Background: an optimization exercise with open tools, aiming at small area, a short achievable clock period and few clock cycles per item. Do not read the settings as production practice.
Function was checked by simulation only, so behaviour that the tests miss may differ from the original.
Power and IR drop assume default switching activity.

// sum_stationary
module sum_stationary #(
  parameter int DATA_WIDTH = 8,
  parameter int N = 4,
  parameter int C_DATA_WIDTH = (2 * DATA_WIDTH) + $clog2(N),
  parameter int COUNTER_BITS = 16,
  parameter int LEN_BITS = 12      
) (
  input                             clk,
  input                             reset,
  input                             a_input_valid,
  input                             b_input_valid,
  input                             output_ready,
  output                            input_ready,
  output logic                      output_valid,
  input                             output_by_row,
  input        [COUNTER_BITS-1:0]   len_input,
  input        [N*DATA_WIDTH-1:0]   a_data,
  input        [N*DATA_WIDTH-1:0]   b_data,
  output logic [N*C_DATA_WIDTH-1:0] c_data_streaming
);
export LEC_CHECK = 0
export CAP_MARGIN = 20
export CORE_MARGIN = 2
export CORE_UTILIZATION = 40
export PLACE_DENSITY = 0.6
export SLEW_MARGIN = 20
create_clock -name core_clock -period 6.0 [get_ports {clk}]
run.sh (not shown) runs the stock make flow with config.mk's settings and CLKGATE_MAP_FILE= SYNTH_SCRIPT=/design/flow/synth_recipe.tcl, a recipe that flattens the netlist after the stock synthesis.
Testbench counts at the start, summed over its fixed seeds: cycles 5,211, tiles 128.
Change:
--- a/flow/config.mk
+++ b/flow/config.mk
@@ -11,0 +12 @@
+export SETUP_SLACK_MARGIN = 0.6
What happened: Register-to-register slack gains 0.07 ns; synthesized cell count stays the same; area after synthesis does not change; clock-buffer cell count stays the same.

========
## the baseline
Another version of the RTL of sum_stationary (not shown whole).
## sum_stationary
module sum_stationary #(
  parameter int DATA_WIDTH = 8,
  parameter int N = 4,
  parameter int C_DATA_WIDTH = (2 * DATA_WIDTH) + $clog2(N),
  parameter int COUNTER_BITS = 16,
  parameter int LEN_BITS = 12,     
  parameter int SPLIT = 13         
) (
  input                             clk,
  input                             reset,
  input                             a_input_valid,
  input                             b_input_valid,
  input                             output_ready,
  output                            input_ready,
  output logic                      output_valid,
  input                             output_by_row,
  input        [COUNTER_BITS-1:0]   len_input,
  input        [N*DATA_WIDTH-1:0]   a_data,
  input        [N*DATA_WIDTH-1:0]   b_data,
  output logic [N*C_DATA_WIDTH-1:0] c_data_streaming
);
==> flow/config.mk <==
export PLATFORM = sky130hd
export DESIGN_NAME = sum_stationary
export DESIGN_NICKNAME = sum_stationary
export VERILOG_FILES = /design/flow/design.v
export SDC_FILE = /design/flow/constraint.sdc
export NUM_CORES = 4
export LEC_CHECK = 0
export ABC_AREA = 1
export CAP_MARGIN = 20
export CORE_MARGIN = 2
export CORE_UTILIZATION = 40
export PLACE_DENSITY = 0.6
export SETUP_SLACK_MARGIN = 2.0
export SLEW_MARGIN = 20
==> flow/constraint.sdc <==
create_clock -name core_clock -period 6.0 [get_ports {clk}]
set_input_delay 1.2000 -clock core_clock [delete_from_list [all_inputs] [get_ports {clk}]]
set_output_delay 1.2000 -clock core_clock [all_outputs]
set_load 0.01 [all_outputs]
standard.sh (not shown) runs the stock make flow with config.mk's settings and CLKGATE_MAP_FILE= SYNTH_SCRIPT=/design/flow/synth_recipe.tcl, a recipe that flattens the netlist after the stock synthesis.
==> flow/flow/run.sh <==
#!/bin/bash
# The standard layout (standard synthesis, floorplan, placement, CTS,
# routing), with one change: the input and output port buffers that
# global placement inserts are plain buf_2 cells, which the resizer may
# upsize, instead of the clkdlybuf4s50 delay cells buffer_ports picks on
# its own. Every port still gets its buffer.
set -euo pipefail
export BUFFER_PORTS_ARGS="-buffer_cell sky130_fd_sc_hd__buf_2"
bash standard.sh finish > run_standard.log 2>&1
The baseline: flow completed, timing, DRC and antenna clean
Testbench counts of the baseline, summed over its fixed seeds: cycles 5,211, tiles 128.
Here is what was changed in the inputs of the candidate compared with the baseline.
# the baseline
export LEC_CHECK = 0
export ABC_AREA = 1
export CAP_MARGIN = 20
export CORE_MARGIN = 2
export CORE_UTILIZATION = 40
export PLACE_DENSITY = 0.6
export SETUP_SLACK_MARGIN = 2.0
export SLEW_MARGIN = 20
create_clock -name core_clock -period 6.0 [get_ports {clk}]
# the candidate
export LEC_CHECK = 0
export CAP_MARGIN = 20
export CORE_MARGIN = 2
export CORE_UTILIZATION = 40
export PLACE_DENSITY = 0.6
export SETUP_SLACK_MARGIN = 2.0
export SLEW_MARGIN = 20
create_clock -name core_clock -period 6.0 [get_ports {clk}]
### Flow results
Total power of the candidate is lower than that of the baseline.
Delta (the candidate minus the baseline): adder-cell share of the synthesized area went up by 1.7 points, growth of design area from synthesis to finish now larger.
Die boundary width, the candidate vs the baseline: down by a few percent
The candidate: total wirelength of the detailed-routed design lower than the baseline
Relative to the baseline, buffer count excluding the clock tree in the final layout has increased by about 13% in the candidate.
Initial cell density of the core: the candidate vs the baseline down 0.18 points
Of the baseline and the candidate, the higher worst-skew pair later-pin latency belongs to the baseline.
Per the comparison of the candidate with the baseline, worst slack on hold paths rose by 10 ps, register fraction of the total cell area shows an increase of 0.60 points.
[diff] design area, the candidate relative to the baseline: improvement

========
Setup of main:
Starting RTL as in the previous note.
make LEC_CHECK=0 CAP_MARGIN=20 CORE_MARGIN=2 CORE_UTILIZATION=40 PLACE_DENSITY=0.6 SETUP_SLACK_MARGIN=2.0 SLEW_MARGIN=20 finish   # period 6.0 ns
run.sh (not shown) runs the stock make flow with config.mk's settings and CLKGATE_MAP_FILE= SYNTH_SCRIPT=/design/flow/synth_recipe.tcl, a recipe that flattens the netlist after the stock synthesis.
Stock flow here: none of the scripts above is used.
Testbench counts of main, summed over its fixed seeds: cycles 5,211, tiles 128.
## Diff of input files: the feature branch against main
- setting ABC_AREA to 1 for the first time
Findings:
Total core area (main / the feature branch): 0.949
The feature branch: worst relative slew slack higher than main
Die boundary width for the feature branch: 2.9% up relative to main
Sequential standard cell area delta for the feature branch relative to main: about 1% lower
Global-route wire length before repair of the feature branch exceeds that of main by more than 10%.
Comparing the feature branch against main, there is no change at all in H-tree depth reported by CTS.
main → the feature branch: power density over the cells went up by about 2.6%, part of the power in combinational logic climbed 1.5 points.
The feature branch vs main, classification of the worst setup path: flip-flop to output pin vs flip-flop to flip-flop
On the feature branch: routed wire length is 28% higher than what main gave.

========
## the reference run
sum_stationary again, from the RTL that the note above started with.
## sum_stationary
module sum_stationary #(
  parameter int DATA_WIDTH = 8,
  parameter int N = 4,
  parameter int C_DATA_WIDTH = (2 * DATA_WIDTH) + $clog2(N),
  parameter int COUNTER_BITS = 16,
  parameter int LEN_BITS = 12,     
  parameter int SPLIT = 13         
) (
  input                             clk,
  input                             reset,
  input                             a_input_valid,
  input                             b_input_valid,
  input                             output_ready,
  output                            input_ready,
  output logic                      output_valid,
  input                             output_by_row,
  input        [COUNTER_BITS-1:0]   len_input,
  input        [N*DATA_WIDTH-1:0]   a_data,
  input        [N*DATA_WIDTH-1:0]   b_data,
  output logic [N*C_DATA_WIDTH-1:0] c_data_streaming
);
export LEC_CHECK = 0
export ABC_AREA = 1
export CAP_MARGIN = 20
export CORE_MARGIN = 2
export CORE_UTILIZATION = 40
export PLACE_DENSITY = 0.6
export SLEW_MARGIN = 20
create_clock -name core_clock -period 6.0 [get_ports {clk}]
Testbench counts of the reference run, summed over its fixed seeds: cycles 5,211, tiles 128.
#### Input delta (the trial run over the reference run)
diff --git a/flow/config.mk b/flow/config.mk
--- a/flow/config.mk
+++ b/flow/config.mk
@@ -11,3 +11,4 @@
 export CORE_UTILIZATION = 40
 export PLACE_DENSITY = 0.6
+export SETUP_SLACK_MARGIN = 1.5
 export SLEW_MARGIN = 20
==> comparison <==
The reference run has a lower fraction of final layout cells with drive strength greater than 1 than the trial run.
Per the final summary, the trial run finished and its layout is clean on timing, DRC and antenna.
Status: share of the final layout cell area in sequential cells parity (the trial run, the reference run)
Summary of the trial run over the reference run: vias after detailed routing level, non-clock buffer count moved up, final area moved up.

-- separate check: timing with driven ports --
Ports are ideal in the flow. The routed layouts listed here were re-timed in OpenROAD.
Step 1: set_driving_cell puts a clkbuf_16 on clk and a buf_2 on each other input, an assumption about the parent block.
Step 2 times the ports against the registers' clock, not the clock port: input delays grow and output delays shrink by t, the midpoint of the rising clock arrivals with the driver on.
a / b / c = no drivers / after step 1 / after step 2; a / b = the first two.
| run | t, ns | slack for setup (ns) | worst register clock-pin slew, ns | worst data-port slew with drivers (ns) |
|---|---|---|---|---|
| the first run of note 1 | 0.750 | 0.744 / 0.744 / 0.744 | 0.07 / 0.07 | 0.17 |
| the second run of note 1 | 0.751 | 0.815 / 0.815 / 0.815 | 0.07 / 0.07 | 0.19 |
| the baseline | 0.797 | 1.891 / 1.814 / 1.936 | 0.07 / 0.07 | 0.07 |
| the candidate | 0.740 | 1.957 / 1.898 / 1.957 | 0.07 / 0.07 | 0.25 |
| main | 0.770 | 1.952 / 1.787 / 1.787 | 0.07 / 0.07 | 0.25 |
| the feature branch | 0.817 | 1.888 / 1.804 / 1.870 | 0.08 / 0.08 | 0.07 |
| the reference run | 0.806 | 0.893 / 0.810 / 0.945 | 0.07 / 0.07 | 0.07 |
| the trial run | 0.802 | 1.444 / 1.362 / 1.447 | 0.07 / 0.07 | 0.08 |
After both steps setup and hold are still met in every run listed. For main, which loses most, drivers alone change the setup slack by -0.165 ns; drivers and shift together by -0.165 ns.
